From an optimization exercise on the open Yosys and OpenROAD flow, aimed at small area and a short achievable clock period; shortcuts taken in it are not production practice.
Function was checked by simulation only, so behaviour that the tests miss may differ from the original.
Power figures rest on the tool's default switching activity, not on a simulated workload.

--- flow/config.mk ---
export PLATFORM = sky130hd
export DESIGN_NAME = PPCPU
export DESIGN_NICKNAME = PPCPU
export VERILOG_FILES = /design/flow/design.v
export SDC_FILE = /design/flow/constraint.sdc
export NUM_CORES = 4
export LEC_CHECK = 0
export CAP_MARGIN = 20
export CORE_MARGIN = 2
export CORE_UTILIZATION = 45
export CTS_BUF_LIST = sky130_fd_sc_hd__clkbuf_16
export CTS_CLUSTER_DIAMETER = 100
export CTS_CLUSTER_SIZE = 24
export SLEW_MARGIN = 20
export SYNTH_HIERARCHICAL = 1
--- flow/standard.sh ---
#!/bin/bash
# synth_recipe.tcl (not shown) runs the flow's synth.tcl, then flattens the netlist and writes it again
# the make line also repeats each setting of config.mk as NAME=value (left out here)
make -C /OpenROAD-flow-scripts/flow DESIGN_CONFIG=/design/flow/config.mk WORK_HOME=/design/flow/orfs CLKGATE_MAP_FILE= SYNTH_SCRIPT=/design/flow/synth_recipe.tcl "${@:-finish}"
--- flow/flow/run.sh ---
#!/bin/bash
# Layout flow: the standard ORFS flow (standard.sh, synthesis unchanged)
# with a setup-slack margin so that timing repair aims below the clock
# period, and plain buf_2 cells as the port buffers. The clock period and
# all constraints are the standard flow's own.
export SETUP_SLACK_MARGIN=9
export BUFFER_PORTS_ARGS="-buffer_cell sky130_fd_sc_hd__buf_2"
bash standard.sh > standard.log 2>&1
--- flow/constraint.sdc ---
create_clock -name core_clock -period 13.0 [get_ports {Clk}]
set_input_delay 2.6000 -clock core_clock [delete_from_list [all_inputs] [get_ports {Clk}]]
set_output_delay 2.6000 -clock core_clock [all_outputs]
set_load 0.01 [all_outputs]
--- flow/design.v ---
`timescale 1ns / 1ps
module FA (
  input  X,   
  input  Y,   
  input  C,   
  output F,   
  output G,   
  output P    
);
  assign F = X ^ Y ^ C;
  assign G = X & Y;
  assign P = X + Y;
endmodule
`timescale 1ns / 1ps
module CLA4 (
  input  G3,   
  input  G2,   
  input  G1,   
  input  G0,   
  input  P3,   
  input  P2,   
  input  P1,   
  input  P0,   
  output C3,   
  output C2,   
  output C1,   
  output C0,   
  input  Cin   
);
  assign C0 = G0 + (P0 & Cin);
  assign C1 = G1 + (P1 & G0) + (P1 & P0 & Cin);
  assign C2 = G2 + (P2 & G1) + (P2 & P1 & G0) + (P2 & P1 & P0 & Cin);
  assign C3 = G3 + (P3 & G2) + (P3 & P2 & G1) + (P3 & P2 & P1 & G0) + (P3 & P3 & P1 & P0 & Cin);
endmodule
`timescale 1ns / 1ps
module Adder4 (
  input  [3:0] X,      
  input  [3:0] Y,      
  input        Cin,    
  output       Cout,   
  output [3:0] F,      
  output       Gm,
  output       Pm,
  output       C2
);
  wire [3:0] G, P, C;
  FA L3 (
    .X(X[3]),
    .Y(Y[3]),
    .C(C[2]),
    .F(F[3]),
    .G(G[3]),
    .P(P[3])
  );
  FA L2 (
    .X(X[2]),
    .Y(Y[2]),
    .C(C[1]),
    .F(F[2]),
    .G(G[2]),
    .P(P[2])
  );
  FA L1 (
    .X(X[1]),
    .Y(Y[1]),
    .C(C[0]),
    .F(F[1]),
    .G(G[1]),
    .P(P[1])
  );
  FA L0 (
    .X(X[0]),
    .Y(Y[0]),
    .C(Cin),
    .F(F[0]),
    .G(G[0]),
    .P(P[0])
  );
  CLA4 CLA (
    .G3(G[3]),
    .G2(G[2]),
    .G1(G[1]),
    .G0(G[0]),
    .P3(P[3]),
    .P2(P[2]),
    .P1(P[1]),
    .P0(P[0]),
    .C3(C[3]),
    .C2(C[2]),
    .C1(C[1]),
    .C0(C[0]),
    .Cin(Cin)
  );
  assign Cout = C[3];
  assign C2   = C[2];
  assign Gm   = G[3] + (P[3] & G[2]) + (P[3] & P[2] & G[1]) + (P[3] & P[2] & P[1] & G[0]);
  assign Pm   = P[3] & P[2] & P[1] & P[0];
endmodule
`timescale 1ns / 1ps
module Adder16 (
  input  [15:0] A,
  input  [15:0] B,
  input         Cin,
  output [15:0] F,
  output        Px,
  output        Gx,
  output        C14
);
  wire C15, C11, C7, C3;
  wire Pm3, Pm2, Pm1, Pm0;
  wire Gm3, Gm2, Gm1, Gm0;
  Adder4 U3 (
    .X(A[15:12]),
    .Y(B[15:12]),
    .Cin(C11),
    .Cout(),
    .F(F[15:12]),
    .Gm(Gm3),
    .Pm(Pm3),
    .C2(C14)
  );
  Adder4 U2 (
    .X(A[11:8]),
    .Y(B[11:8]),
    .Cin(C7),
    .Cout(),
    .F(F[11:8]),
    .Gm(Gm2),
    .Pm(Pm2),
    .C2()
  );
  Adder4 U1 (
    .X(A[7:4]),
    .Y(B[7:4]),
    .Cin(C3),
    .Cout(),
    .F(F[7:4]),
    .Gm(Gm1),
    .Pm(Pm1),
    .C2()
  );
  Adder4 U0 (
    .X(A[3:0]),
    .Y(B[3:0]),
    .Cin(Cin),
    .Cout(),
    .F(F[3:0]),
    .Gm(Gm0),
    .Pm(Pm0),
    .C2()
  );
  assign C3  = Gm0 + (Pm0 & Cin);
  assign C7  = Gm1 + (Pm1 & Gm0) + (Pm1 & Pm0 & Cin);
  assign C11 = Gm2 + (Pm2 & Gm1) + (Pm2 & Pm1 & Gm0) + (Pm2 & Pm1 & Pm0 & Cin);
  assign Px  = Pm3 & Pm2 & Pm1 & Pm0;
  assign Gx  = Gm3 + (Pm3 & Gm2) + (Pm3 & Pm2 & Gm1) + (Pm3 & Pm2 & Pm1 & Gm0);
endmodule
`timescale 1ns / 1ps
module Adder32 (
  input  [31:0] A,      
  input  [31:0] B,      
  output [31:0] F,      
  input         Cin,    
  output        Cout,   
  output        OF,     
  output        SF,     
  output        ZF,     
  output        CF      
);
  wire Gx1, Gx0, Px1, Px0;
  wire C15, C31, C30;
  Adder16 LW (
    .A(A[15:0]),
    .B(B[15:0]),
    .Cin(Cin),
    .F(F[15:0]),
    .Px(Px0),
    .Gx(Gx0),
    .C14()
  );
  Adder16 HW (
    .A(A[31:16]),
    .B(B[31:16]),
    .Cin(C15),
    .F(F[31:16]),
    .Px(Px1),
    .Gx(Gx1),
    .C14(C30)
  );
  assign C15  = Gx0 + (Px0 & Cin);
  assign C31  = Gx1 + (Px1 & Gx0) + (Px1 & Px0 & Cin);
  assign Cout = C31;
  assign OF   = C31 ^ C30;
  assign SF   = F[31];
  assign ZF   = ~|F;
  assign CF   = Cout ^ Cin;
endmodule
`timescale 1ns / 1ps
module BEXT (
  input         datain,     
  output [31:0] dataout     
);
  assign dataout = {32{datain}};
endmodule
`timescale 1ns / 1ps
module MUX1X2 (
    input X1, X0,
    input S,
    output wire Y
);
    assign Y = S ? X1 : X0;
endmodule
`timescale 1ns / 1ps
module MUX32X2 (
    input [31: 0] X1, X0,
    input S,
    output wire [31: 0] Y
);
    assign Y = S ? X1 : X0;
endmodule
`timescale 1ns / 1ps
module MUX32X4 (
    input [31: 0] X3, X2, X1, X0,
    input [1: 0] S,
    output wire [31: 0] Y
);
    assign Y = S == 2'b11 ? X3 :
               S == 2'b10 ? X2 :
               S == 2'b01 ? X1 :
                            X0;
endmodule
`timescale 1ns / 1ps
module MUX3X2 (
    input [2:0] X1, X0,
    input S,
    output wire [2:0] Y
);
    assign Y = S ? X1 : X0;
endmodule
`timescale 1ns / 1ps
module ALUCTR (
  input  [2:0] ALUctr,  
  output       SUBctr,  
  output [1:0] OPctr,   
  output       OVctr,   
  output       SIGctr   
);
  assign SUBctr  = ALUctr[2];
  assign OVctr   = !ALUctr[1] & ALUctr[0];
  assign SIGctr  = ALUctr[0];
  assign OPctr[1] = ALUctr[2] & ALUctr[1];
  assign OPctr[0] = !ALUctr[2] & ALUctr[1] & !ALUctr[0];
endmodule
`timescale 1ns / 1ps
module ALU (
    input [31: 0] A, B,
    input [2: 0] ALUctr,
    output wire [31: 0] Result,
    output wire Overflow, Z
);
    wire SUBctr, OVctr, SIGctr;
    wire [1: 0] OPctr;
    ALUCTR aluctr (
        .ALUctr(ALUctr),
        .SUBctr(SUBctr),
        .OVctr(OVctr),
        .SIGctr(SIGctr),
        .OPctr(OPctr)
    );
    wire [31: 0] ext_SUBctr;
    BEXT bext1 (
        .datain(SUBctr),
        .dataout(ext_SUBctr)
    );
    wire [31: 0] realB;
    assign realB = B ^ ext_SUBctr;
    wire [31: 0] F;
    wire OF, SF, CF;
    wire __ignore_for_adder__;
    Adder32 adder (
        .A(A),
        .B(realB),
        .F(F),
        .Cin(SUBctr),
        .Cout(__ignore_for_adder__),
        .ZF(Z),
        .OF(OF),
        .SF(SF),
        .CF(CF)
    );
    assign Overflow = OVctr & OF;
    wire [31: 0] orresult;
    assign orresult = A | B;
    wire SFxorOF;
    assign SFxorOF = SF ^ OF;
    wire x1;
    MUX1X2 mux1 (
        .X1(SFxorOF),
        .X0(CF),
        .S(SIGctr),
        .Y(x1)
    );
    wire [31: 0] _32h0, _32h1;
    assign _32h0 = 32'h0;
    assign _32h1 = 32'h1;
    wire [31: 0] out2;
    MUX32X2 mux2 (
        .X1(_32h1),
        .X0(_32h0),
        .S(x1),
        .Y(out2)
    );
    wire [31: 0] __ignore_for_mux3__;
    MUX32X4 mux3 (
        .X3(__ignore_for_mux3__),
        .X2(out2),
        .X1(orresult),
        .X0(F),
        .S(OPctr),
        .Y(Result)
    );
endmodule
`timescale 1ns / 1ps
module PC (
  input         Clk,    
  input         Clrn,   
  input  [31:0] PCin,   
  output [31:0] PCout   
);
  reg [31:0] PC;
  always @(negedge Clk) begin
    if (!Clrn) PC <= 32'h00000000;
    else PC <= PCin;
  end
  assign PCout = PC;
endmodule
`timescale 1ns / 1ps
module Ext (
  input  [15:0] imm16,   
  input         ExtOp,   
  output [31:0] Extout   
);
  assign Extout = ExtOp ? {{16{imm16[15]}}, imm16} : {16'h0000, imm16};
endmodule
`timescale 1ns / 1ps
module ControlUnit_main (
  input  [5:0] OP,      
  output       RegWr,   
  output       ALUSrc,  
  output       RegDst,  
  output       MemtoReg,  
  output       MemWr,   
  output       Branch,  
  output       Jump,    
  output       ExtOp,   
  output [2:0] ALUop,   
  output       R_type   
);
  wire ori   = !OP[5] & !OP[4] & OP[3] & OP[2] & !OP[1] & OP[0];    
  wire addiu = !OP[5] & !OP[4] & OP[3] & !OP[2] & !OP[1] & OP[0];   
  wire lw    = OP[5] & !OP[4] & !OP[3] & !OP[2] & OP[1] & OP[0];    
  wire sw    = OP[5] & !OP[4] & OP[3] & !OP[2] & OP[1] & OP[0];     
  wire beq   = !OP[5] & !OP[4] & !OP[3] & OP[2] & !OP[1] & !OP[0];  
  wire jump  = !OP[5] & !OP[4] & !OP[3] & !OP[2] & OP[1] & !OP[0];  
  assign RegWr    = R_type | ori | addiu | lw;
  assign ALUSrc   = ori | addiu | lw | sw;
  assign RegDst   = R_type;
  assign MemtoReg = lw;
  assign MemWr    = sw;
  assign Branch   = beq;
  assign Jump     = jump;
  assign ExtOp    = addiu | lw | sw;
  assign ALUop[0] = R_type;
  assign ALUop[1] = ori;
  assign ALUop[2] = beq;
  assign R_type   = !OP[5] & !OP[4] & !OP[3] & !OP[2] & !OP[1] & !OP[0];
endmodule
`timescale 1ns / 1ps
module ControlUnit_ALU (
  input  [5:0] func,    
  output [2:0] ALUctr   
);
  assign ALUctr[2] = !func[2] & func[1];
  assign ALUctr[1] = func[3] & !func[2] & func[1];
  assign ALUctr[0] = !func[3] & !func[2] & !func[0] | !func[2] & func[1] & !func[0];
endmodule
`timescale 1ns / 1ps
module ControlUnit (
  input  [5:0] OP,     
  input  [5:0] func,   
  output       RegWr,  
  output       ALUSrc,  
  output       RegDst,  
  output       MemtoReg,  
  output       MemWr,  
  output       Branch,  
  output       Jump,   
  output       ExtOp,  
  output [2:0] ALUctr  
);
  wire [2:0] ALUop;    
  wire [2:0] ALUop_R;  
  wire R_type;         
  ControlUnit_main U1 (  
    .OP(OP),
    .RegWr(RegWr),
    .ALUSrc(ALUSrc),
    .RegDst(RegDst),
    .MemtoReg(MemtoReg),
    .MemWr(MemWr),
    .Branch(Branch),
    .Jump(Jump),
    .ExtOp(ExtOp),
    .ALUop(ALUop),
    .R_type(R_type)
  );
  ControlUnit_ALU U2 (  
    .func(func),
    .ALUctr(ALUop_R)
  );
  MUX3X2 U3 (  
    .X1(ALUop_R),
    .X0(ALUop),
    .S(R_type),
    .Y(ALUctr)
  );
endmodule
`timescale 1ns / 1ps
module RegFiles (
  input        CLK,     
  input  [31:0] busW,   
  input        WE,      
  input  [4:0]  Rw,     
  input  [4:0]  Ra,     
  input  [4:0]  Rb,     
  output [31:0] busA,   
  output [31:0] busB    
);
  reg [31:0] RegFiles[31:0];  
  always @(negedge CLK) begin
    if (WE && Rw != 5'b00000) RegFiles[Rw] <= busW;  
  end
  assign busA = (Ra == 5'b00000) ? 32'h00000000 : RegFiles[Ra];
  assign busB = (Rb == 5'b00000) ? 32'h00000000 : RegFiles[Rb];
endmodule
`timescale 1ns / 1ps
module DetUnit (
    input  [4:0] E_Rs,      
    input  [4:0] E_Rt,      
    input        E_ALUSrc,  
    input  [4:0] M_Rw,      
    input  [4:0] W_Rw,      
    input        M_RegWr,   
    input        W_RegWr,   
    output [1:0] ALUSrcA,   
    output [1:0] ALUSrcB    
);
    wire C1A = M_RegWr && (M_Rw == E_Rs);
    wire C1B = M_RegWr && (M_Rw == E_Rt);
    wire C2A = W_RegWr && (W_Rw == E_Rs);
    wire C2B = W_RegWr && (W_Rw == E_Rt);
    assign ALUSrcA = C1A ? 2'b01 : C2A ? 2'b10 : 2'b00;
    assign ALUSrcB = E_ALUSrc ? 2'b11 : C1B ? 2'b01 : C2B ? 2'b10 : 2'b00;
endmodule
`timescale 1ns / 1ps
module DetUnit_load (
    input       E_MemtoReg,  
    input [4:0] Rs,          
    input [4:0] Rt,          
    input [4:0] E_Rt,        
    output      load_use     
);
    assign load_use = E_MemtoReg && ((E_Rt == Rs) || (E_Rt == Rt));
endmodule
`timescale 1ns / 1ps
module DetUnit_MEM (
    input  [4:0] M_Rt,      
    input  [4:0] W_Rw,      
    input        W_RegWr,   
    input        M_MemWr,   
    output       forward_busB  
);
    assign forward_busB = M_MemWr && W_RegWr && (W_Rw == M_Rt) && (W_Rw != 5'd0);
endmodule
`timescale 1ns / 1ps
module STAGE_IF (
    input              Clk,                     
    input              Clrn,                    
    input              stall,                   
    input              MEM_PCSrc,               
    input      [31:0]  MEM_Btarg_or_Jtarg,      
    input      [31:0]  IF_imem_data,            
    output reg [31:0]  IFout_PC,                
    output reg [31:0]  IFout_PC4,               
    output reg [31:0]  IFout_Inst               
);
    wire [31:0] pcin;
    wire [31:0] next_pc;
    MUX32X2 mux_pcin (
        .X1(MEM_Btarg_or_Jtarg),
        .X0(IFout_PC4),
        .S(MEM_PCSrc),
        .Y(next_pc)
    );
    assign pcin = stall ? IFout_PC : next_pc;
    wire [31:0] pc_wire;
    PC pc (
        .Clk(Clk),
        .Clrn(Clrn),
        .PCin(pcin),
        .PCout(pc_wire)
    );
    wire [31:0] inst_data;
    assign inst_data = IF_imem_data;
    always @(posedge Clk or negedge Clrn) begin
        if (!Clrn) begin
            IFout_PC  <= 32'd0;
            IFout_PC4 <= 32'd4;
            IFout_Inst<= 32'd0;
        end else if (!stall) begin
            IFout_PC  <= pc_wire;
            IFout_PC4 <= pc_wire + 32'd4;
            IFout_Inst<= inst_data;
        end
    end
endmodule
`timescale 1ns / 1ps
module REG_IF_ID (
    input Clk,                         
    input Clrn,                        
    input stall,                       
    input MEM_PCSrc,                   
    input [31:0] IF_PC4,               
    input [31:0] IF_PC,                
    input [31:0] IF_Inst,              
    output reg [31:0] ID_PC4,          
    output reg [31:0] ID_PC,           
    output reg [31:0] ID_Inst          
);
    always @(negedge Clk) begin
        if (!Clrn || MEM_PCSrc) begin
            ID_PC4  <= 32'h0;
            ID_PC   <= 32'h0;
            ID_Inst <= 32'h0;
        end
        else if (!stall) begin
            ID_PC4  <= IF_PC4;
            ID_PC   <= IF_PC;
            ID_Inst <= IF_Inst;
        end
    end
endmodule
`timescale 1ns / 1ps
module STAGE_ID (
    input              Clk,                     
    input      [31:0]  IDin_PC4,                
    input      [31:0]  IDin_PC,                 
    input      [31:0]  IDin_Inst,               
    input              WR_RegWE,                
    input      [4:0]   WR_Rw,                   
    input      [31:0]  WR_RegDin,               
    output     [31:0]  IDout_PC4,               
    output     [31:0]  IDout_Jtarg,             
    output     [31:0]  IDout_busA,              
    output     [31:0]  IDout_busB,              
    output     [4:0]   IDout_Rs,                
    output     [4:0]   IDout_Rt,                
    output     [4:0]   IDout_Rd,                
    output     [5:0]   IDout_func,              
    output     [15:0]  IDout_immd,              
    output             IDout_RegWr,             
    output             IDout_ALUSrc,            
    output             IDout_RegDst,            
    output             IDout_MemtoReg,          
    output             IDout_MemWr,             
    output             IDout_Branch,            
    output             IDout_Jump,              
    output             IDout_ExtOp,             
    output             IDout_R_type,            
    output     [2:0]   IDout_ALUop              
);
    wire [4:0]  ID_Rt     = IDin_Inst[20:16];
    wire [4:0]  ID_Rd     = IDin_Inst[15:11];
    wire [15:0] ID_imm16  = IDin_Inst[15:0];
    wire [5:0]  ID_func   = IDin_Inst[5:0];
    wire [5:0]  id_op     = IDin_Inst[31:26];
    wire [4:0]  id_rs     = IDin_Inst[25:21];
    ControlUnit cu (
        .OP(id_op),
        .func(ID_func),
        .RegWr(IDout_RegWr),
        .ALUSrc(IDout_ALUSrc),
        .RegDst(IDout_RegDst),
        .MemtoReg(IDout_MemtoReg),
        .MemWr(IDout_MemWr),
        .Branch(IDout_Branch),
        .Jump(IDout_Jump),
        .ExtOp(IDout_ExtOp),
        .ALUctr(IDout_ALUop)
    );
    assign IDout_R_type = id_op == 6'b000000;
    RegFiles regfiles (
        .CLK(Clk),
        .busW(WR_RegDin),
        .WE(WR_RegWE),
        .Rw(WR_Rw),
        .Ra(id_rs),
        .Rb(ID_Rt),
        .busA(IDout_busA),
        .busB(IDout_busB)
    );
    assign IDout_PC4   = IDin_PC4;
    assign IDout_Rs    = id_rs;
    assign IDout_Rt    = ID_Rt;
    assign IDout_Rd    = ID_Rd;
    assign IDout_func  = ID_func;
    assign IDout_immd  = ID_imm16;
    assign IDout_Jtarg = { IDin_PC4[31:28], IDin_Inst[25:0], 2'b00 };
endmodule
`timescale 1ns / 1ps
module REG_ID_EX (
    input Clk,                                     
    input Clrn,                                    
    input bubble,                                  
    input MEM_PCSrc,                               
    input [31:0] ID_PC4,                          
    input [31:0] ID_Jtarg,                        
    input [31:0] ID_busA,                         
    input [31:0] ID_busB,                         
    input [4:0] ID_Rs,                            
    input [4:0] ID_Rt,                            
    input [4:0] ID_Rd,                            
    input [5:0] ID_func,                          
    input [15:0] ID_immd,                         
    input ID_RegWr,                               
    input ID_ALUSrc,                              
    input ID_RegDst,                              
    input ID_MemtoReg,                            
    input ID_MemWr,                               
    input ID_Branch,                              
    input ID_Jump,                                
    input ID_ExtOp,                               
    input [2:0] ID_ALUop,                         
    input ID_R_type,                              
    output reg [31:0] EX_PC4,                     
    output reg [31:0] EX_Jtarg,                   
    output reg [31:0] EX_busA,                    
    output reg [31:0] EX_busB,                    
    output reg [4:0] EX_Rs,                       
    output reg [4:0] EX_Rt,                       
    output reg [4:0] EX_Rd,                       
    output reg [5:0] EX_func,                     
    output reg [15:0] EX_immd,                    
    output reg EX_RegWr,                          
    output reg EX_ALUSrc,                         
    output reg EX_RegDst,                         
    output reg EX_MemtoReg,                       
    output reg EX_MemWr,                          
    output reg EX_Branch,                         
    output reg EX_Jump,                           
    output reg EX_ExtOp,                          
    output reg [2:0] EX_ALUop,                    
    output reg EX_R_type                          
);
    always @(negedge Clk) begin
        if (!Clrn || MEM_PCSrc) begin
            EX_PC4     <= 32'h0;
            EX_Jtarg   <= 32'h0;
            EX_busA    <= 32'h0;
            EX_busB    <= 32'h0;
            EX_Rs      <= 5'h0;
            EX_Rt      <= 5'h0;
            EX_Rd      <= 5'h0;
            EX_func    <= 6'h0;
            EX_immd    <= 16'h0;
            EX_ALUop   <= 3'h0;
            EX_RegWr   <= 1'b0;
            EX_ALUSrc  <= 1'b0;
            EX_RegDst  <= 1'b0;
            EX_MemtoReg <= 1'b0;
            EX_MemWr   <= 1'b0;
            EX_Branch  <= 1'b0;
            EX_Jump    <= 1'b0;
            EX_ExtOp   <= 1'b0;
            EX_R_type  <= 1'b0;
        end
        else if (bubble) begin
            EX_PC4     <= ID_PC4;
            EX_Jtarg   <= ID_Jtarg;
            EX_busA    <= ID_busA;
            EX_busB    <= ID_busB;
            EX_Rs      <= ID_Rs;
            EX_Rt      <= ID_Rt;
            EX_Rd      <= ID_Rd;
            EX_func    <= ID_func;
            EX_immd    <= ID_immd;
            EX_ALUop   <= ID_ALUop;
            EX_RegWr   <= 1'b0;   
            EX_ALUSrc  <= ID_ALUSrc;
            EX_RegDst  <= ID_RegDst;
            EX_MemtoReg <= 1'b0;
            EX_MemWr   <= 1'b0;
            EX_Branch  <= 1'b0;
            EX_Jump    <= 1'b0;
            EX_ExtOp   <= ID_ExtOp;
            EX_R_type  <= ID_R_type;
        end
        else begin
            EX_PC4     <= ID_PC4;
            EX_Jtarg   <= ID_Jtarg;
            EX_busA    <= ID_busA;
            EX_busB    <= ID_busB;
            EX_Rs      <= ID_Rs;
            EX_Rt      <= ID_Rt;
            EX_Rd      <= ID_Rd;
            EX_func    <= ID_func;
            EX_immd    <= ID_immd;
            EX_ALUop   <= ID_ALUop;
            EX_RegWr   <= ID_RegWr;
            EX_ALUSrc  <= ID_ALUSrc;
            EX_RegDst  <= ID_RegDst;
            EX_MemtoReg <= ID_MemtoReg;
            EX_MemWr   <= ID_MemWr;
            EX_Branch  <= ID_Branch;
            EX_Jump    <= ID_Jump;
            EX_ExtOp   <= ID_ExtOp;
            EX_R_type  <= ID_R_type;
        end
    end
endmodule
`timescale 1ns / 1ps
module STAGE_EX (
    input              Clk,                     
    input      [31:0]  EXin_PC4,                
    input      [31:0]  EXin_Jtarg,              
    input      [31:0]  EXin_busA,               
    input      [31:0]  EXin_busB,               
    input      [4:0]   EXin_Rs,                 
    input      [4:0]   EXin_Rt,                 
    input      [4:0]   EXin_Rd,                 
    input      [5:0]   EXin_func,                
    input      [15:0]  EXin_immd,                
    input              EXin_RegWr,               
    input              EXin_ALUSrc,             
    input              EXin_RegDst,             
    input              EXin_MemtoReg,           
    input              EXin_MemWr,              
    input              EXin_Branch,             
    input              EXin_Jump,               
    input              EXin_ExtOp,              
    input              EXin_R_type,             
    input      [2:0]   EXin_ALUop,               
    input      [31:0]  MEM_ALUout,              
    input      [4:0]   MEM_Rw,                  
    input              MEM_RegWr,               
    input      [31:0]  WR_RegDin,               
    input      [4:0]   WR_Rw,                   
    input              WR_RegWr,                
    output     [31:0]  EXout_Btarg,              
    output     [31:0]  EXout_Jtarg,              
    output     [31:0]  EXout_busB,               
    output     [31:0]  EXout_ALUout,            
    output     [4:0]   EXout_Rw,                 
    output             EXout_Zero,               
    output             EXout_Overflow,           
    output             EXout_RegWr,              
    output             EXout_MemtoReg,           
    output             EXout_MemWr,              
    output             EXout_Branch,             
    output             EXout_Jump                
);
    wire [31:0] EX_ext_immd;
    Ext ext_inst (
        .imm16(EXin_immd),
        .ExtOp(EXin_ExtOp),
        .Extout(EX_ext_immd)
    );
    wire [1:0] ALUSrcA_ctrl, ALUSrcB_ctrl;
    DetUnit forward_unit (
        .E_Rs(EXin_Rs),
        .E_Rt(EXin_Rt),
        .E_ALUSrc(EXin_ALUSrc),
        .M_Rw(MEM_Rw),
        .W_Rw(WR_Rw),
        .M_RegWr(MEM_RegWr),
        .W_RegWr(WR_RegWr),
        .ALUSrcA(ALUSrcA_ctrl),
        .ALUSrcB(ALUSrcB_ctrl)
    );
    wire [31:0] ALU_A;
    assign ALU_A = (ALUSrcA_ctrl == 2'b01) ? MEM_ALUout :
                   (ALUSrcA_ctrl == 2'b10) ? WR_RegDin :
                   EXin_busA;
    wire [31:0] forwarded_busB;
    assign forwarded_busB = (ALUSrcB_ctrl == 2'b01) ? MEM_ALUout :
                            (ALUSrcB_ctrl == 2'b10) ? WR_RegDin :
                            EXin_busB;
    wire [31:0] ALU_B;
    assign ALU_B = EXin_ALUSrc ? EX_ext_immd : forwarded_busB;
    wire [31:0] ALU_result;
    wire ALU_overflow, ALU_zero;
    ALU alu_inst (
        .A(ALU_A),
        .B(ALU_B),
        .ALUctr(EXin_ALUop),
        .Result(ALU_result),
        .Overflow(ALU_overflow),
        .Z(ALU_zero)
    );
    wire [31:0] EX_shifted_immd = EX_ext_immd << 2;
    assign EXout_Btarg = EXin_PC4 + EX_shifted_immd;
    assign EXout_Jtarg    = EXin_Jtarg;
    assign EXout_busB     = forwarded_busB;   
    assign EXout_ALUout   = ALU_result;
    assign EXout_Rw       = EXin_RegDst ? EXin_Rd : EXin_Rt;
    assign EXout_Zero     = ALU_zero;
    assign EXout_Overflow = ALU_overflow;
    assign EXout_RegWr    = EXin_RegWr;
    assign EXout_MemtoReg = EXin_MemtoReg;
    assign EXout_MemWr    = EXin_MemWr;
    assign EXout_Branch   = EXin_Branch;
    assign EXout_Jump     = EXin_Jump;
endmodule
`timescale 1ns / 1ps
module REG_EX_MEM (
    input Clk,                           
    input Clrn,                          
    input MEM_PCSrc,                     
    input [31:0] EX_Btarg,               
    input [31:0] EX_Jtarg,               
    input [31:0] EX_busB,                
    input [31:0] EX_ALUout,              
    input [4:0] EX_Rw,                   
    input [4:0] EX_Rt,                   
    input EX_Zero,                       
    input EX_Overflow,                   
    input EX_RegWr,                      
    input EX_MemtoReg,                   
    input EX_MemWr,                      
    input EX_Branch,                     
    input EX_Jump,                       
    output reg [31:0] MEM_Btarg,         
    output reg [31:0] MEM_Jtarg,         
    output reg [31:0] MEM_busB,          
    output reg [31:0] MEM_ALUout,        
    output reg [4:0] MEM_Rw,             
    output reg [4:0] MEM_Rt,             
    output reg MEM_Zero,                 
    output reg MEM_Overflow,             
    output reg MEM_RegWr,                
    output reg MEM_MemtoReg,             
    output reg MEM_MemWr,                
    output reg MEM_Branch,               
    output reg MEM_Jump                  
);
    always @(negedge Clk) begin
        if (!Clrn || MEM_PCSrc) begin
            MEM_Btarg   <= 32'h0;
            MEM_Jtarg   <= 32'h0;
            MEM_busB    <= 32'h0;
            MEM_ALUout  <= 32'h0;
            MEM_Rw      <= 5'h0;
            MEM_Rt      <= 5'h0;
            MEM_Zero    <= 1'b0;
            MEM_Overflow <= 1'b0;
            MEM_RegWr   <= 1'b0;
            MEM_MemtoReg <= 1'b0;
            MEM_MemWr   <= 1'b0;
            MEM_Branch  <= 1'b0;
            MEM_Jump    <= 1'b0;
        end
        else begin
            MEM_Btarg   <= EX_Btarg;
            MEM_Jtarg   <= EX_Jtarg;
            MEM_busB    <= EX_busB;
            MEM_ALUout  <= EX_ALUout;
            MEM_Rw      <= EX_Rw;
            MEM_Rt      <= EX_Rt;
            MEM_Zero    <= EX_Zero;
            MEM_Overflow <= EX_Overflow;
            MEM_RegWr   <= EX_RegWr;
            MEM_MemtoReg <= EX_MemtoReg;
            MEM_MemWr   <= EX_MemWr;
            MEM_Branch  <= EX_Branch;
            MEM_Jump    <= EX_Jump;
        end
    end
endmodule
`timescale 1ns / 1ps
module STAGE_MEM (
    input              Clk,                     
    input      [31:0]  MEMin_Btarg,             
    input      [31:0]  MEMin_Jtarg,             
    input      [31:0]  MEMin_busB,              
    input      [31:0]  MEMin_ALUout,            
    input      [4:0]   MEMin_Rw,                
    input      [4:0]   MEMin_Rt,                
    input              MEMin_Zero,               
    input              MEMin_Overflow,          
    input              MEMin_RegWr,             
    input              MEMin_MemtoReg,          
    input              MEMin_MemWr,             
    input              MEMin_Branch,            
    input              MEMin_Jump,               
    input      [31:0]  WR_RegDin,               
    input      [4:0]   WR_Rw,                   
    input              WR_RegWr,                
    output     [31:0]  MEMout_Dout,             
    output     [31:0]  MEMout_ALUout,           
    output     [31:0]  MEMout_Btarg_or_Jtarg,   
    output     [4:0]   MEMout_Rw,               
    output             MEMout_Overflow,         
    output             MEMout_MemtoReg,         
    output             MEMout_RegWr,            
    output             MEMout_PCSrc,            
    output             MEM_dmem_we,             
    output             MEM_dmem_re,             
    output     [31:0]  MEM_dmem_addr,           
    output     [31:0]  MEM_dmem_wdata,          
    input      [31:0]  MEM_dmem_rdata           
);
    wire mem_forward_busB;
    DetUnit_MEM det_mem (
        .M_Rt(MEMin_Rt),
        .W_Rw(WR_Rw),
        .W_RegWr(WR_RegWr),
        .M_MemWr(MEMin_MemWr),
        .forward_busB(mem_forward_busB)
    );
    wire [31:0] DataIn_forward;
    assign DataIn_forward = mem_forward_busB ? WR_RegDin : MEMin_busB;
    wire [31:0] mem_dout;
    assign MEM_dmem_we    = MEMin_MemWr;
    assign MEM_dmem_re    = MEMin_MemtoReg;
    assign MEM_dmem_addr  = MEMin_ALUout;
    assign MEM_dmem_wdata = DataIn_forward;
    assign mem_dout       = MEM_dmem_rdata;
    assign MEMout_Dout       = mem_dout;
    assign MEMout_ALUout     = MEMin_ALUout;
    assign MEMout_Btarg_or_Jtarg = MEMin_Jump ? MEMin_Jtarg : MEMin_Btarg;
    assign MEMout_Rw         = MEMin_Rw;
    assign MEMout_Overflow   = MEMin_Overflow;
    assign MEMout_MemtoReg   = MEMin_MemtoReg;
    assign MEMout_RegWr      = MEMin_RegWr;
    assign MEMout_PCSrc      = MEMin_Jump | (MEMin_Branch & MEMin_Zero);
endmodule
`timescale 1ns / 1ps
module REG_MEM_WR (
    input Clk,                           
    input Clrn,                          
    input [31:0] MEM_Dout,               
    input [31:0] MEM_ALUout,             
    input [4:0] MEM_Rw,                  
    input MEM_Overflow,                  
    input MEM_MemtoReg,                  
    input MEM_RegWr,                     
    output reg [31:0] WR_Dout,           
    output reg [31:0] WR_ALUout,         
    output reg [4:0] WR_Rw,              
    output reg WR_Overflow,              
    output reg WR_MemtoReg,              
    output reg WR_RegWr                  
);
    always @(negedge Clk) begin
        if (!Clrn) begin
            WR_Dout     <= 32'h0;
            WR_ALUout   <= 32'h0;
            WR_Rw       <= 5'h0;
            WR_Overflow <= 1'b0;
            WR_MemtoReg <= 1'b0;
            WR_RegWr    <= 1'b0;
        end
        else begin
            WR_Dout     <= MEM_Dout;
            WR_ALUout   <= MEM_ALUout;
            WR_Rw       <= MEM_Rw;
            WR_Overflow <= MEM_Overflow;
            WR_MemtoReg <= MEM_MemtoReg;
            WR_RegWr    <= MEM_RegWr;
        end
    end
endmodule
`timescale 1ns / 1ps
module STAGE_WR (
    input      [31:0]  WRin_Dout,               
    input      [31:0]  WRin_ALUout,             
    input      [4:0]   WRin_Rw,                 
    input              WRin_Overflow,           
    input              WRin_MemtoReg,           
    input              WRin_RegWr,             
    output     [31:0]  WRout_RegDin,            
    output     [4:0]   WRout_Rw,                
    output             WRout_RegWE              
);
    assign WRout_RegDin = WRin_MemtoReg ? WRin_Dout : WRin_ALUout;
    assign WRout_Rw = WRin_Rw;
    assign WRout_RegWE = WRin_RegWr & (~WRin_Overflow);
endmodule
`timescale 1ns / 1ps
module PPCPU (
    input Clk,
    input Clrn,
    output [31:0] imem_addr,
    input  [31:0] imem_data,
    output        dmem_we,
    output        dmem_re,
    output [31:0] dmem_addr,
    output [31:0] dmem_wdata,
    input  [31:0] dmem_rdata,
    output        wb_we,
    output [ 4:0] wb_rw,
    output [31:0] wb_data
);
  reg  [31:2] if_pc;
  reg  [31:0] if_inst;
  reg  [31:0] id_inst;
  reg  [3:0]  id_rsh, id_rth;
  reg  [7:0]  id_rsl, id_rtl;
  reg         stall_r;   
  reg         stall_rr;  
  reg  [31:0] ex_a, ex_b;
  reg  [15:0] ex_imm;
  reg         ex_immhi;
  reg  [31:2] ex_tgt;
  reg  [ 4:0] ex_rw;
  reg ex_regwr, ex_lw, ex_sw, ex_br, ex_j;
  reg ex_alusrc, ex_fma;
  reg ex_alusrc_h, ex_fma_h, ex_sum_h, ex_or_h, ex_tsel_h;
  reg ex_bm, ex_bmi, ex_bsr, ex_bm_h, ex_bmi_h, ex_br_h;
  reg ex_sub, ex_or, ex_slt, ex_sig, ex_ovc, ex_sum, ex_tsel;
  reg  [31:0] mem_alu, mem_sd;
  reg  [ 4:0] mem_rw;
  reg mem_regwr, mem_lw, mem_sw, mem_pcsrc, mem_ov;
  reg  [31:0] wr_data;
  reg  [ 4:0] wr_rw;
  reg         wr_we;
  wire [31:0] rf [1:31];
  wire flush = !Clrn | mem_pcsrc;
  wire [31:0] wrdata_n = mem_lw ? dmem_rdata : mem_alu;
  wire        mem_we_eff = mem_regwr & ~mem_ov;
  wire [5:0] op = id_inst[31:26];
  wire [5:0] fn = id_inst[5:0];
  wire [4:0] id_rs = id_inst[25:21];
  wire [4:0] id_rt = id_inst[20:16];
  wire [4:0] id_rd = id_inst[15:11];
  wire d_r     = op == 6'b000000;
  wire d_ori   = op == 6'b001101;
  wire d_addiu = op == 6'b001001;
  wire d_lw    = op == 6'b100011;
  wire d_sw    = op == 6'b101011;
  wire d_beq   = op == 6'b000100;
  wire d_j     = op == 6'b000010;
  wire d_regwr  = d_r | d_ori | d_addiu | d_lw;
  wire d_alusrc = d_ori | d_addiu | d_lw | d_sw;
  wire d_extop  = d_addiu | d_lw | d_sw;
  wire [2:0] aluctr_r = {!fn[2] & fn[1],
                         fn[3] & !fn[2] & fn[1],
                         !fn[3] & !fn[2] & !fn[0] | !fn[2] & fn[1] & !fn[0]};
  wire [2:0] aluctr = d_r ? aluctr_r : {d_beq, d_ori, 1'b0};
  wire [31:1] sel_a, sel_b;
  wire [31:0] rf_a, rf_b;
  genvar gr, gb;
  generate
    for (gr = 1; gr < 32; gr = gr + 1) begin : g_dec
      assign sel_a[gr] = id_rsh[gr / 8] & id_rsl[gr % 8];
      assign sel_b[gr] = id_rth[gr / 8] & id_rtl[gr % 8];
    end
    for (gb = 0; gb < 32; gb = gb + 1) begin : g_rd
      wire [31:1] col;
      for (gr = 1; gr < 32; gr = gr + 1) begin : g_col
        assign col[gr] = rf[gr][gb];
      end
      pp_rdmux u_a (.s(sel_a), .d(col), .y(rf_a[gb]));
      pp_rdmux u_b (.s(sel_b), .d(col), .y(rf_b[gb]));
    end
  endgenerate
  wire fm_a = ex_regwr & (ex_rw == id_rs);
  wire fm_b = ex_regwr & (ex_rw == id_rt);
  wire fw_a = mem_we_eff & (mem_rw == id_rs);
  wire fw_b = mem_we_eff & (mem_rw == id_rt);
  wire        held = stall_r | stall_rr;
  wire [32:2] id_btgt_x = {if_pc, held} + {14'd0, id_inst[15:0], held};
  wire [31:2] id_btgt = id_btgt_x[32:3];
  wire [31:28] id_pc4_hi = if_pc[31:28] + {3'd0, held & (&if_pc[27:2])};
  wire [31:2] id_tgt  = d_j ? {id_pc4_hi, id_inst[25:0]} : id_btgt;
  wire stall_n = !mem_pcsrc & !stall_r & d_lw &
                 ((id_rt == if_inst[25:21]) | (id_rt == if_inst[20:16]));
  wire [31:0] alu_a;
  wire [31:0] alu_bx;
  assign alu_a[15:0]  = ex_fma ? mem_alu[15:0] : ex_a[15:0];
  assign alu_a[31:16] = ex_fma_h ? mem_alu[31:16] : ex_a[31:16];
  wire [31:0] bs_imm = {{16{ex_alusrc_h}}, {16{ex_alusrc}}};
  wire [31:0] bs_m   = {{16{ex_bm_h}}, {16{ex_bm}}};
  wire [31:0] bs_mi  = {{16{ex_bmi_h}}, {16{ex_bmi}}};
  wire [31:0] bs_r   = {{16{ex_br_h}}, {16{ex_bsr}}};
  assign alu_bx = (bs_imm & {{16{ex_immhi}}, ex_imm}) | (bs_m & mem_alu) |
                  (bs_mi & ~mem_alu) | (bs_r & ex_b);
  wire [31:0] pr, gn, gn_n;
  genvar ga;
  generate
    for (ga = 0; ga < 32; ga = ga + 1) begin : g_pg
      pp_xor2 u_p (.a(alu_a[ga]), .b(alu_bx[ga]), .y(pr[ga]));
      pp_nand2 u_g (.a(alu_a[ga]), .b(alu_bx[ga]), .y(gn_n[ga]));
      assign gn[ga] = ~gn_n[ga];
    end
  endgenerate
  wire [31:0] cg [0:5];
  wire [31:0] cp [0:5];
  assign cg[0] = {gn[31:1], gn[0] | (pr[0] & ex_sub)};
  assign cp[0] = pr;
  genvar gl, gi;
  generate
    for (gl = 0; gl < 5; gl = gl + 1) begin : g_lvl
      for (gi = 0; gi < 32; gi = gi + 1) begin : g_bit
        if (gi >= (1 << gl)) begin : g_op
          assign cg[gl+1][gi] = cg[gl][gi] | (cp[gl][gi] & cg[gl][gi - (1 << gl)]);
          assign cp[gl+1][gi] = cp[gl][gi] & cp[gl][gi - (1 << gl)];
        end else begin : g_pass
          assign cg[gl+1][gi] = cg[gl][gi];
          assign cp[gl+1][gi] = cp[gl][gi];
        end
      end
    end
  endgenerate
  wire [31:0] carry = {cg[5][30:0], ex_sub};
  wire [31:0] sum = pr ^ carry;
  wire        of = !pr[31] & (sum[31] ^ alu_a[31]);
  wire        lt = !pr[31] ? (ex_sig ? alu_a[31] : ~alu_bx[31]) : sum[31];
  wire [31:0] sel_sum = {{16{ex_sum_h}}, {16{ex_sum}}};
  wire [31:0] sel_or  = {{16{ex_or_h}}, {16{ex_or}}};
  wire [31:0] sel_tgt = {{16{ex_tsel_h}}, {16{ex_tsel}}};
  wire [31:0] result = (sel_sum & sum) | (sel_or & (pr | gn)) |
                       {31'd0, ex_slt & lt} | (sel_tgt & {ex_tgt, 2'b00});
  wire        eq = &pr;   
  always @(posedge Clk or negedge Clrn) begin
    if (!Clrn) begin
      if_pc   <= 30'd0;
      if_inst <= 32'd0;
    end else begin
      if (!(stall_n | stall_r)) if_pc <= mem_pcsrc ? mem_alu[31:2] : if_pc + 30'd1;
      if (!stall_n) if_inst <= imem_data;
    end
  end
  always @(posedge Clk) begin
    stall_r <= Clrn & stall_n;
    id_inst <= flush ? 32'd0 : if_inst;
    id_rsh  <= flush ? 4'd1 : (4'd1 << if_inst[25:24]);
    id_rsl  <= flush ? 8'd1 : (8'd1 << if_inst[23:21]);
    id_rth  <= flush ? 4'd1 : (4'd1 << if_inst[20:19]);
    id_rtl  <= flush ? 8'd1 : (8'd1 << if_inst[18:16]);
    stall_rr <= stall_r;
    if (flush | stall_r) begin
      ex_regwr <= 1'b0;
      ex_lw    <= 1'b0;
      ex_sw    <= 1'b0;
      ex_br    <= 1'b0;
      ex_j     <= 1'b0;
    end else begin
      ex_regwr <= d_regwr;
      ex_lw    <= d_lw;
      ex_sw    <= d_sw;
      ex_br    <= d_beq;
      ex_j     <= d_j;
    end
    ex_a      <= fw_a ? wrdata_n : rf_a;
    ex_b      <= ((fw_b & !d_alusrc) ? wrdata_n : rf_b) ^ {32{aluctr[2]}};
    ex_fma    <= fm_a;
    ex_alusrc <= d_alusrc;
    ex_fma_h    <= fm_a & !stall_r;
    ex_alusrc_h <= d_alusrc & !stall_r;
    ex_bm       <= fm_b & !d_alusrc & !aluctr[2];
    ex_bmi      <= fm_b & !d_alusrc & aluctr[2];
    ex_bsr      <= !fm_b & !d_alusrc;
    ex_bm_h     <= fm_b & !d_alusrc & !aluctr[2] & !stall_r;
    ex_bmi_h    <= fm_b & !d_alusrc & aluctr[2] & !stall_r;
    ex_br_h     <= !fm_b & !d_alusrc & !stall_r;
    ex_or_h     <= !aluctr[2] & aluctr[1] & !aluctr[0] & !stall_r;
    ex_tsel_h   <= (d_beq | d_j) & !stall_r;
    ex_sum_h    <= !(aluctr[1] | d_beq | d_j) & !stall_r;
    ex_imm    <= id_inst[15:0];
    ex_immhi  <= d_extop & id_inst[15];
    ex_tgt    <= id_tgt;
    ex_rw     <= d_r ? id_rd : id_rt;
    ex_sub    <= aluctr[2];
    ex_ovc    <= !aluctr[1] & aluctr[0];
    ex_sig    <= aluctr[0];
    ex_slt    <= aluctr[2] & aluctr[1];
    ex_or     <= !aluctr[2] & aluctr[1] & !aluctr[0];
    ex_tsel   <= d_beq | d_j;
    ex_sum    <= !(aluctr[1] | d_beq | d_j);
    if (flush) begin
      mem_regwr <= 1'b0;
      mem_lw    <= 1'b0;
      mem_sw    <= 1'b0;
      mem_pcsrc <= 1'b0;
    end else begin
      mem_regwr <= ex_regwr;
      mem_lw    <= ex_lw;
      mem_sw    <= ex_sw;
      mem_pcsrc <= ex_j | (ex_br & eq);
    end
    mem_alu <= result;
    mem_ov  <= ex_ovc & of;
    mem_rw  <= ex_rw;
    mem_sd  <= (mem_we_eff & (mem_rw == ex_rw) & (mem_rw != 5'd0)) ? wrdata_n : ex_b;
    wr_we   <= Clrn & mem_we_eff;
    wr_rw   <= mem_rw;
    wr_data <= wrdata_n;
  end
  genvar gw, gwb;
  generate
    for (gw = 1; gw < 32; gw = gw + 1) begin : g_rf
      reg  [31:0] row;
      wire [31:0] row_n;
      wire        we   = wr_we & (wr_rw == gw);
      wire        we_n = ~we;
      for (gwb = 0; gwb < 32; gwb = gwb + 1) begin : g_bit
        pp_a22o u (.a1(we), .b1(wr_data[gwb]), .a2(we_n), .b2(row[gwb]), .y(row_n[gwb]));
      end
      always @(posedge Clk) row <= row_n;
      assign rf[gw] = row;
    end
  endgenerate
  assign imem_addr  = {if_pc, 2'b00};
  assign dmem_we    = mem_sw;
  assign dmem_re    = mem_lw;
  assign dmem_addr  = mem_alu;
  assign dmem_wdata = mem_sd;
  assign wb_we      = wr_we;
  assign wb_rw      = wr_rw;
  assign wb_data    = wr_data;
endmodule
module pp_rdmux (
    input  [31:1] s,
    input  [31:1] d,
    output        y
);
  wire [10:0] t;
  wire [ 2:0] p;
  genvar g;
  generate
    for (g = 0; g < 10; g = g + 1) begin : g_aoi
      pp_aoi222 u (.a1(s[3*g+1]), .b1(d[3*g+1]), .a2(s[3*g+2]), .b2(d[3*g+2]),
                   .a3(s[3*g+3]), .b3(d[3*g+3]), .y(t[g]));
    end
  endgenerate
  pp_nand2 u_t10 (.a(s[31]), .b(d[31]), .y(t[10]));
  pp_nand4 u_p0 (.a(t[0]), .b(t[1]), .c(t[2]), .d(t[3]), .y(p[0]));
  pp_nand4 u_p1 (.a(t[4]), .b(t[5]), .c(t[6]), .d(t[7]), .y(p[1]));
  pp_nand3 u_p2 (.a(t[8]), .b(t[9]), .c(t[10]), .y(p[2]));
  pp_or3   u_y  (.a(p[0]), .b(p[1]), .c(p[2]), .y(y));
endmodule
module pp_aoi222 (input a1, b1, a2, b2, a3, b3, output y);
  assign y = ~((a1 & b1) | (a2 & b2) | (a3 & b3));
endmodule
module pp_nand2 (input a, b, output y);
  assign y = ~(a & b);
endmodule
module pp_nand3 (input a, b, c, output y);
  assign y = ~(a & b & c);
endmodule
module pp_nand4 (input a, b, c, d, output y);
  assign y = ~(a & b & c & d);
endmodule
module pp_or3 (input a, b, c, output y);
  assign y = a | b | c;
endmodule
module pp_xor2 (input a, b, output y);
  assign y = a ^ b;
endmodule
module pp_a22o (input a1, b1, a2, b2, output y);
  assign y = (a1 & b1) | (a2 & b2);
endmodule
==> results of run 1 <==
## registers in the layout (all words and copies together) (netlist names), 32 cells and up
signal    count
ex_a         32
ex_b         32
g_rf.row    992
id_inst      32
if_inst      32
mem_alu      32
mem_sd       32
wr_data      32
## timing repair
item,CTS,global route
hold buffers,0,0
setup endpoints to repair,80,28
buffers inserted,33,16
cloned,24,1
hold endpoints to repair,0,0
gates resized for setup,179,13
## final timing paths
kind                                         endpoint  slack [ns]           startpoint
worst min register to register      mem_rw[1]$_DFF_P_        0.43     ex_rw[1]$_DFF_P_
worst min-delay path                mem_rw[1]$_DFF_P_        0.43     ex_rw[1]$_DFF_P_
max in group asynchronous       if_pc[18]$_DFFE_PN0N_       10.09                 Clrn
worst max-delay path                      wb_data[11]        9.01  wr_data[11]$_DFF_P_
min in group asynchronous       if_pc[31]$_DFFE_PN0N_        1.87                 Clrn
worst max register to register    mem_alu[30]$_DFF_P_        9.15    ex_alusrc$_DFF_P_
## stage by stage
step | std cells | hold WS (ns) | power [uW]
after floorplan | 4954 | 0.3545 | 4956
after global placement | 6828 | 0.4119 | 5331
after detailed placement | 6828 | 0.4136 | 5335
after CTS | 6973 | 0.4279 | 7891
after global routing | 6995 | 0.4420 | 8134
final | 7006 | 0.4277 | 7945
## power by group
| group | internal [uW] | switching [uW] |
|---|---|---|
| Clock | 1010 | 1460 |
| Sequential | 4340 | 211 |
| Combinational | 355 | 572 |
| Total | 5710 | 2240 |
## Yosys stat by module, one instance, submodules excluded, a selection
module / flops+latches / cells / area (um2)
PPCPU: 1365 / 2937 / 37020
pp_nand4: 0 / 1 / 6.256
pp_a22o: 0 / 1 / 8.758
pp_or3: 0 / 1 / 6.256
pp_nand3: 0 / 1 / 5.005
pp_nand2: 0 / 1 / 3.754
pp_aoi222: 0 / 1 / 10.01
pp_xor2: 0 / 1 / 8.758
## layout make-up
| type | instances | share of cell area, % |
|---|---|---|
| inverters | 124 | 0.7532 |
| repair buffers | 442 | 6.095 |
| flip-flops and latches | 1365 | 45.01 |
| clock inverters | 18 | 0.2754 |
| clock buffers | 70 | 2.835 |
| multi-input cells | 3359 | 41.70 |
| diodes | 16 | 0.06480 |
| well taps | 1612 | 3.264 |
## logic make-up after synthesis
logic type	after synthesis
adder cells (fa/ha/maj)	22
flip-flops	1365
AND/OR/NAND/NOR	989
XOR/XNOR	146
AO/OA/AOI/OAI	2064
other	1
buffers and inverters	230
multiplexers	136
## cell usage in the layout (no fill, tap or decap), types with 15 or more instances in the layout
cell,n
and3_1,21
dfxtp_4,26
clkbuf_16,71
xnor2_1,74
nand2b_1,16
nor3_1,40
and2_1,104
nor2b_1,15
a21o_1,16
diode_2,16
a21oi_1,133
nand4_1,142
dfxtp_2,42
inv_1,127
a22oi_1,33
dfxtp_1,1235
nor4_1,15
xor2_1,72
buf_4,193
ha_1,21
buf_12,25
mux2i_1,67
o22ai_1,15
nand3_1,121
or3_1,68
dfrtp_1,42
mux2_2,69
dfrtp_2,20
buf_2,196
o21ai_0,123
bufbuf_16,24
a222oi_1,651
nor2_1,123
a22o_1,994
nand2_1,303
## worst reg2reg max path: stages, from the launching register on
cell	delay [ns]
dfxtp_1	0.78
a22oi_1	0.16
nand2_1	0.13
xor2_1	0.23
ha_1	0.18
nand2b_1	0.14
ha_1	0.16
nor2b_1	0.07
o221ai_2	0.22
or4b_1	0.46
nor2b_4	0.16
a31oi_2	0.25
o21ai_2	0.16
o31ai_1	0.28
o21ai_0	0.12
a41o_1	0.27
## metal layers
layer / GRT usage, % / up-vias / share of wire, %
met5: 1.020 / - / 0.20
met4: 19.70 / 52 / 6.2
met3: 17.52 / 855 / 16
met2: 58.02 / 4336 / 41
met1: 51.12 / 25330 / 37
li1: - / 21538 / -
==> flow_summary.toml, run 1 <==
[yosys]
synth_area_leader_cell = "dfxtp_1"
synth.distinct_cells = 76
synth_most_common_cell = "dfxtp_1"
synth_flop_cell = "dfxtp_1"
ys_seq_elements = 1365
synth-seq-area-share_pct = 50.92
yosys-mux-area-fraction_pct = 2.667
yosysWarnings = 7
synth_top_family_by_area = "compound AO/OA/AOI/OAI gates"
syn_area_mm2 = 0.05427
synthTopCellsByArea = "dfxtp_1 (48%), a22o_1 (16%), a222oi_1 (12%), dfrtp_1 (2.9%), nand2_1 (2.1%)"
syn_avg_cell_area_um2 = 10.96
async_flop_share_pct = 4.542
yosys.area_share.simple_pct = 9.104
synth_xor_area_share_pct = 2.356
synth_fa_ha_area_share_pct = 0.5210
synth-compound-area-share_pct = 32.80
synth_commonest_cells = "dfxtp_1 (1303), a22o_1 (994), a222oi_1 (651), nand2_1 (303), nand4_1 (142)"
syn_inst = 4953
synth_edf_count = 0
yosysTopAreaCellShare_pct = 48.06

[sta]
slew_headroom_pct = 24.94
hold_viol = 0
rsz0062_at_grt = "yes"
period_needed_ns = 3.987
fmax_ghz = 0.2508
fin_tns_setup_ns = 0
setup_ws_ns = 9.013
final.period_utilization_pct = 30.67
final_max_slew_viol_count = 0
finalSetupViolations = 0
worst_pin_slew_ns = 1.098
finClkSkew_ns = 0.04952

[place]
port_buffers = 199
pre_cts_slack_ns = 8.816
gp_congestion = 0.9791
dpl.hpwl_um = 149100
postPlaceCellArea_mm2 = 0.05815

[critical_path]
path_depth = 2
cp_max_fo = 2
worst_ep_required_time_ns = 10.40
crit_buf_inv = 2
critPathMaxStageDelay_ns = 0.42
path_cells = "buf_12 > buf_2"
critPathKind = "flip-flop to output pin"
critPathArrivalTime_ns = 1.39
setup.worst_path.end_class = "output pin"
r2r_cells = 15
critPathTopFamily = "flip-flops"
start_kind = "flip-flop"
cpMaxStageDelayCell = "dfxtp_4"

[route]
drtIter0Drc = 10894
wl_per_cell_um = 37.07
route.detailed.drc = 0
totalWireLength_um = 259700
ant_nets = 0
vias = 52111
firstDrtPassIters = 15
vias_per_cell = 7.438

[global_route]
antenna_found_initial = 43
grt_pass1_wl_um = 360000
grt_max_degree = 65
track_usage_pct = 40.27
grt_overflow_total = 0
grt_pass1_vias = 47002

[final_layout]
fin_nets = 5448
seq_area_mm2 = 0.02781
nFillCells = 10948
fin_util_pct = 51.57
drive_gt1_share_pct = 13.07
syn_to_final_growth_pct = 13.85
multi_input_area_mm2 = 0.02577
finalInstanceArea_mm2 = 0.06179

[status]
outcome = "no timing/DRC/antenna violations"

[cts]
htreeDepth = 3
cts_sinks = 1365
cts_made_buffers = 68
worstSkewPairLatency_ns = 0.71
cts_root_buffer = "clkbuf_16"
cts_tree = "built"
clk_pin_slew_ns = 0.09
ctsLongestPathBuffers = 3

[power]
vdd_drop_max_mv = 0.1025
leakage_uw = 0.02426
power_density_mw_per_mm2 = 128.6

[worst_hold_path]
hp-class = "flip-flop to flip-flop"
min_path_cells = 0

[floorplanning]
core_area_mm2 = 0.1198
die_h_um = 351.3
dieArea_mm2 = 0.1234
fp.dieW_um = 351.3
start_util_pct = 45.30
pin_count = 202
std_cell_rows = 127

[flow_run]
cap_violations = 0
==> run 2: changes to the inputs <==
--- a/flow/config.mk
+++ b/flow/config.mk
@@ -6,5 +6,5 @@
 export NUM_CORES = 4
 export LEC_CHECK = 0
-export CAP_MARGIN = 20
+export CAP_MARGIN = 5
 export CORE_MARGIN = 2
 export CORE_UTILIZATION = 45
@@ -12,4 +12,4 @@
 export CTS_CLUSTER_DIAMETER = 100
 export CTS_CLUSTER_SIZE = 24
-export SLEW_MARGIN = 20
+export SLEW_MARGIN = 5
 export SYNTH_HIERARCHICAL = 1
==> flow_summary.toml, run 2 <==
[power]
switchingPower_uw = 2238
leakage_uw = 0.02426
p_clk_share_pct = 31.0
comb_power_share_pct = 11.7
power_density_mw_per_mm2 = 128.6
swShare_pct = 28.17
seq_power_share_pct = 57.3
p_int_uw = 5707
vdd_drop_max_mv = 0.1025

[yosys]
synth_area_leader_cell = "dfxtp_1"
synth_edf_count = 0
synth-seq-area-share_pct = 50.92
ys_seq_elements = 1365
yosysWarnings = 7
synth_most_common_cell = "dfxtp_1"
syn_area_mm2 = 0.05427
synth.distinct_cells = 76
synth_flop_cell = "dfxtp_1"
syn_inst = 4953
synth_commonest_cells = "dfxtp_1 (1303), a22o_1 (994), a222oi_1 (651), nand2_1 (303), nand4_1 (142)"
yosysTopAreaCellShare_pct = 48.06
async_flop_share_pct = 4.542
syn_avg_cell_area_um2 = 10.96
synthTopCellsByArea = "dfxtp_1 (48%), a22o_1 (16%), a222oi_1 (12%), dfrtp_1 (2.9%), nand2_1 (2.1%)"

[critical_path]
critPathKind = "flip-flop to output pin"
start_kind = "flip-flop"
setup.worst_path.end_class = "output pin"
cp_max_fo = 2
worstReg2RegStart = "ex_alusrc$_DFF_P_"
worst_ep_required_time_ns = 10.40
critPathArrivalTime_ns = 1.39
crit_start = "wr_data[11]$_DFF_P_"

[floorplanning]
core_area_mm2 = 0.1198
start_util_pct = 45.30
dieArea_mm2 = 0.1234
fp.dieW_um = 351.3
pin_count = 202
std_cell_rows = 127
die_h_um = 351.3

[route]
ant_nets = 0
vias = 52111
wl_per_cell_um = 37.07
route.detailed.drc = 0
vias_per_cell = 7.438
drtIter0Drc = 10894
firstDrtPassIters = 15
totalWireLength_um = 259700

[sta]
worst_pin_slew_ns = 1.098
final_max_slew_viol_count = 0
fin_tns_setup_ns = 0
whs_ns = 0.4277
final.period_utilization_pct = 30.67
fmax_ghz = 0.2508
slew_headroom_pct = 24.94
period_needed_ns = 3.987
finClkSkew_ns = 0.04952
rsz0062_at_grt = "yes"
hold_viol = 0
finalSetupViolations = 0

[final_layout]
final_common_cell = "dfxtp_1"
fin_nets = 5448
largest-register = "g_rf.row"
drive_gt1_share_pct = 13.07
final_cell_mix = "dfxtp_1 (1235), a22o_1 (994), a222oi_1 (651), nand2_1 (303), buf_2 (196)"
nFillCells = 10948
largest_reg_flops = 992
syn_to_final_growth_pct = 13.85

[cts]
htreeDepth = 3
cts_sinks = 1365
worstSkewPairLatency_ns = 0.71
ctsLongestPathBuffers = 3
clk_pin_slew_ns = 0.09
cts_tree = "built"
cts_made_buffers = 68
cts_hold_buf = 0
cts_root_buffer = "clkbuf_16"

[place]
port_buffers = 199
gp_congestion = 0.9791
dpl.hpwl_um = 149100

[flow_run]
cap_violations = 0

[global_route]
grt_max_degree = 65
antenna_found_initial = 43
grt_overflow_total = 0
track_usage_pct = 40.27
grt_pass1_wl_um = 360000
grt_pass1_vias = 47002

[status]
outcome = "no timing/DRC/antenna violations"

[worst_hold_path]
min_from = "ex_rw[1]$_DFF_P_"
hp-class = "flip-flop to flip-flop"
## run 2: power by group through the flow
stage / Sequential, uW / Combinational, uW / Clock [uW]
global placement: 4620 / 710 / 0
detailed placement: 4620 / 714 / 0
finish: 4550 / 927 / 2470
floorplan: 4620 / 336 / 0
global route: 4570 / 964 / 2600
CTS: 4550 / 876 / 2460
## run 2: final cells by class
cell class | count | area [um2] | share of cell area, %
sequential | 1365 | 27810 | 45.01
multi-input combinational | 3359 | 25770 | 41.70
timing repair buffer | 442 | 3766 | 6.095
tap | 1612 | 2017 | 3.264
clock buffer | 70 | 1752 | 2.835
inverter | 124 | 465.4 | 0.7532
clock inverter | 18 | 170.2 | 0.2754
antenna | 16 | 40.04 | 0.06480
## run 2: metrics by stage
stage	instance area (um2)	utilization [%]	instances	setup slack (ns)	power, uW
6_report	61790	51.57	7006	9.013	7945
5_1_grt	61760	51.55	6995	8.966	8134
4_1_cts	61580	51.40	6973	8.899	7891
3_5_place_dp	58150	48.54	6828	8.816	5335
3_3_place_gp	58150	48.54	6828	8.869	5331
2_1_floorplan	54280	-	4954	9.557	4956
## run 2: per-module statistics from Yosys, one instance, submodules excluded, excerpt
module     times used  flops+latches  cells inside
PPCPU               1           1365          2937
pp_aoi222         640              0             1
pp_a22o           992              0             1
pp_xor2            32              0             1
pp_nand4          128              0             1
pp_or3             64              0             1
pp_nand3           64              0             1
pp_nand2           96              0             1
## run 2: per-layer routing
| metal | wire, um | share of wire, % | up-vias | GRT usage (%) |
|---|---|---|---|---|
| met5 | 514 | 0.20 | - | 1.020 |
| met4 | 16170 | 6.2 | 52 | 19.70 |
| met3 | 41500 | 16 | 855 | 17.52 |
| met2 | 106400 | 41 | 4336 | 58.02 |
| met1 | 95180 | 37 | 25330 | 51.12 |
| li1 | - | - | 21538 | - |
## run 2: final timing paths
check                                        endpoint  slack (ns)  cells past startpoint
worst max register to register    mem_alu[30]$_DFF_P_        9.15                     15
worst min register to register      mem_rw[1]$_DFF_P_        0.43                      0
worst min-delay path                mem_rw[1]$_DFF_P_        0.43                      0
max in group asynchronous       if_pc[18]$_DFFE_PN0N_       10.09                      2
min in group asynchronous       if_pc[31]$_DFFE_PN0N_        1.87                      1
worst max-delay path                      wb_data[11]        9.01                      2
## run 2: critical path, stage by stage (launching register included)
cell	delay (ns)
dfxtp_4	0.42
buf_12	0.15
buf_2	0.13
## run 2: timing repair
item / 4_1_cts / 5_1_grt
setup buffers: 33 / 16
setup endpoints to repair: 80 / 28
gates cloned: 24 / 1
resized for setup: 179 / 13
## run 2: cells by family after synthesis
| logic type | after synthesis | synth area share (%) |
|---|---|---|
| muxes | 136 | 2.667 |
| buffers and inverters | 230 | 1.625 |
| adders and majority gates | 22 | 0.5210 |
| DFF | 1365 | 50.92 |
| and+or+nand+nor | 989 | 9.104 |
| AOI/OAI and AO/OA | 2064 | 32.80 |
| other | 1 | 0.006909 |
| xor gates and xnor gates | 146 | 2.356 |
==> run 3: changes to the inputs <==
--- a/flow/config.mk
+++ b/flow/config.mk
@@ -8,5 +8,5 @@
 export CAP_MARGIN = 5
 export CORE_MARGIN = 2
-export CORE_UTILIZATION = 45
+export CORE_UTILIZATION = 55
 export CTS_BUF_LIST = sky130_fd_sc_hd__clkbuf_16
 export CTS_CLUSTER_DIAMETER = 100
==> flow_summary.toml, run 3 <==
[critical_path]
r2r_end = "mem_alu[30]$_DFF_P_"
cp_max_fo = 3
setup.worst_path.end_class = "output pin"
critPathTopFamily = "flip-flops"
critPathArrivalTime_ns = 1.41
path_cells = "buf_2"
r2r_cells = 14
cpMaxStageDelayCell = "dfxtp_2"
worstReg2RegStart = "ex_fma$_DFF_P_"
r2r_setup_slack_ns = 9.22
critPathMaxStageDelay_ns = 0.53
worst_ep_required_time_ns = 10.40
start_kind = "flip-flop"
crit_start = "wr_data[19]$_DFF_P_"
critPathKind = "flip-flop to output pin"
crit_buf_inv = 1

[route]
firstDrtPassIters = 11
drtIter0Drc = 11311
vias = 52086
wl_per_cell_um = 37.35
vias_per_cell = 7.832
ant_nets = 0
route.detailed.drc = 0
totalWireLength_um = 248400

[global_route]
grt_max_degree = 65
grt_pass1_wl_um = 347700
grt_pass1_vias = 47122
grt_overflow_total = 0
antenna_found_initial = 45
track_usage_pct = 46.65

[place]
port_buffers = 199
post-place-cells = 6507
dpl.hpwl_um = 146300
postPlaceCellArea_mm2 = 0.05778
pre_cts_slack_ns = 8.378
gp_congestion = 0.9770

[floorplanning]
core_area_mm2 = 0.09813
pin_count = 202
dieArea_mm2 = 0.1012
die_h_um = 318.1
fp.dieW_um = 318.1
std_cell_rows = 115
start_util_pct = 55.31

[worst_hold_path]
hold_end = "ex_imm[7]$_DFF_P_"
min_path_cells = 0
min_from = "id_inst[7]$_SDFF_PP0_"
hp-class = "flip-flop to flip-flop"

[cts]
cts_sinks = 1365
cts_tree = "built"
worstSkewPairLatency_ns = 0.69
htreeDepth = 3
clk_pin_slew_ns = 0.10
cts_root_buffer = "clkbuf_16"
ctsLongestPathBuffers = 3
cts_hold_buf = 0
cts_made_buffers = 66

[yosys]
synth_most_common_cell = "dfxtp_1"
synth.distinct_cells = 76
syn_inst = 4953
yosysWarnings = 7
synth_edf_count = 0
yosysTopAreaCellShare_pct = 48.06
ys_seq_elements = 1365
synthTopCellsByArea = "dfxtp_1 (48%), a22o_1 (16%), a222oi_1 (12%), dfrtp_1 (2.9%), nand2_1 (2.1%)"
synth-seq-area-share_pct = 50.92
syn_area_mm2 = 0.05427
synth_commonest_cells = "dfxtp_1 (1303), a22o_1 (994), a222oi_1 (651), nand2_1 (303), nand4_1 (142)"
synth_flop_cell = "dfxtp_1"
synth_area_leader_cell = "dfxtp_1"
async_flop_share_pct = 4.542
syn_avg_cell_area_um2 = 10.96

[sta]
worst_pin_slew_ns = 0.9692
finClkSkew_ns = 0.04110
final_max_slew_viol_count = 0
period_needed_ns = 4.012
fin_tns_setup_ns = 0
setup_ws_ns = 8.988
rsz0062_at_grt = "no"
fmax_ghz = 0.2493
hold_viol = 0
final.period_utilization_pct = 30.86
whs_ns = 0.4209
finalSetupViolations = 0
slew_headroom_pct = 35.32

[final_layout]
syn_to_final_growth_pct = 12.40
largest_reg_flops = 992
largest-register = "g_rf.row"
final_cell_mix = "dfxtp_1 (1235), a22o_1 (994), a222oi_1 (651), nand2_1 (303), buf_2 (196)"
drive_gt1_share_pct = 12.56
fin_cells = 6650
final_common_cell = "dfxtp_1"
fin_nets = 5430
finalInstanceArea_mm2 = 0.06100
nFillCells = 8205

[flow_run]
cap_violations = 0

[power]
comb_power_share_pct = 11.4
switchingPower_uw = 2165
leakage_uw = 0.02408
seq_power_share_pct = 58.4
vdd_drop_max_mv = 0.09440
p_clk_share_pct = 30.1
swShare_pct = 27.78
p_int_uw = 5626
power_density_mw_per_mm2 = 127.7

[status]
outcome = "no timing/DRC/antenna violations"
==> run 3: cell families (layout without fill, tap and decap cells) <==
group / Yosys count / after routing / synth area share, %
multiplexers: 136 / 136 / 2.667
flip-flops: 1365 / 1365 / 50.92
XOR/XNOR: 146 / 146 / 2.356
other: 1 / 13 / 0.006909
AO/OA/AOI/OAI: 2064 / 2064 / 32.80
buffers and inverters: 230 / 628 / 1.625
adder cells (fa/ha/maj): 22 / 22 / 0.5210
AND/OR/NAND/NOR: 989 / 989 / 9.104
==> run 3: cell type report <==
type / count / area [um2] / share of cell area, %
Inverter: 124 / 465.4 / 0.7630
Multi-Input combinational cell: 3359 / 25770 / 42.25
Clock inverter: 10 / 55.05 / 0.09025
Clock buffer: 68 / 1702 / 2.789
Antenna cell: 11 / 27.53 / 0.04512
Timing Repair Buffer: 426 / 3567 / 5.848
Tap cell: 1287 / 1610 / 2.640
Sequential cell: 1365 / 27800 / 45.57
==> run 3: worst max path at each step <==
stage          cells past startpoint                    to  slack, ns
2_1_floorplan                      4  id_rsl[0]$_SDFF_PP1_       9.56
3_3_place_gp                       6  id_rsl[4]$_SDFF_PP0_       8.40
3_5_place_dp                       6  id_rsl[4]$_SDFF_PP0_       8.38
4_1_cts                            2               dmem_re       8.84
5_1_grt                            2           wb_data[13]       9.00
6_report                           1           wb_data[19]       8.99
==> run 3: per-stage QoR <==
stage	utilization [%]	total power, uW
2_1_floorplan	-	4956
3_3_place_gp	58.88	5319
3_5_place_dp	58.88	5327
4_1_cts	62.02	7728
5_1_grt	62.14	7971
6_report	62.16	7791
==> run 3: Yosys stat by module, one instance, submodules excluded, excerpt <==
module     cells inside  times used  flip-flops and latches  cell area [um2]
pp_a22o               1         992                       0            8.758
pp_nand2              1          96                       0            3.754
pp_nand4              1         128                       0            6.256
pp_aoi222             1         640                       0            10.01
PPCPU              2937           1                    1365            37020
pp_nand3              1          64                       0            5.005
pp_or3                1          64                       0            6.256
pp_xor2               1          32                       0            8.758
==> run 3: metal layers <==
layer | global-route usage [%] | part of all wire, % | vias to the layer above
li1 | - | - | 21480
met1 | 59.68 | 36 | 25227
met2 | 66.48 | 40 | 4384
met3 | 18.36 | 16 | 939
met4 | 26.86 | 7.4 | 56
met5 | 2.033 | 0.24 | -
==> run 3: power by group through the flow <==
stage / Sequential, uW / Clock, uW / Combinational [uW]
6_report: 4550 / 2350 / 890
5_1_grt: 4560 / 2480 / 927
2_1_floorplan: 4620 / 0 / 336
4_1_cts: 4550 / 2330 / 848
3_3_place_gp: 4620 / 0 / 700
3_5_place_dp: 4620 / 0 / 706
==> run 3: repair_timing <==
| item | in CTS | in global routing |
|---|---|---|
| buffers inserted | 24 | 7 |
| endpoints found under the hold margin | 0 | 0 |
| setup endpoints to repair | 71 | 35 |
| resized for setup | 160 | 22 |
| gates cloned | 22 | 1 |
==> run 3: worst register-to-register path: cells and delay by family, from the launching register on <==
family,cells,cell delay [ns]
AOI/OAI and AO/OA,6,1.30
muxes,1,0.39
DFF,1,0.52
and+or+nand+nor,4,0.82
adders and majority gates,2,0.35
xor gates and xnor gates,1,0.27
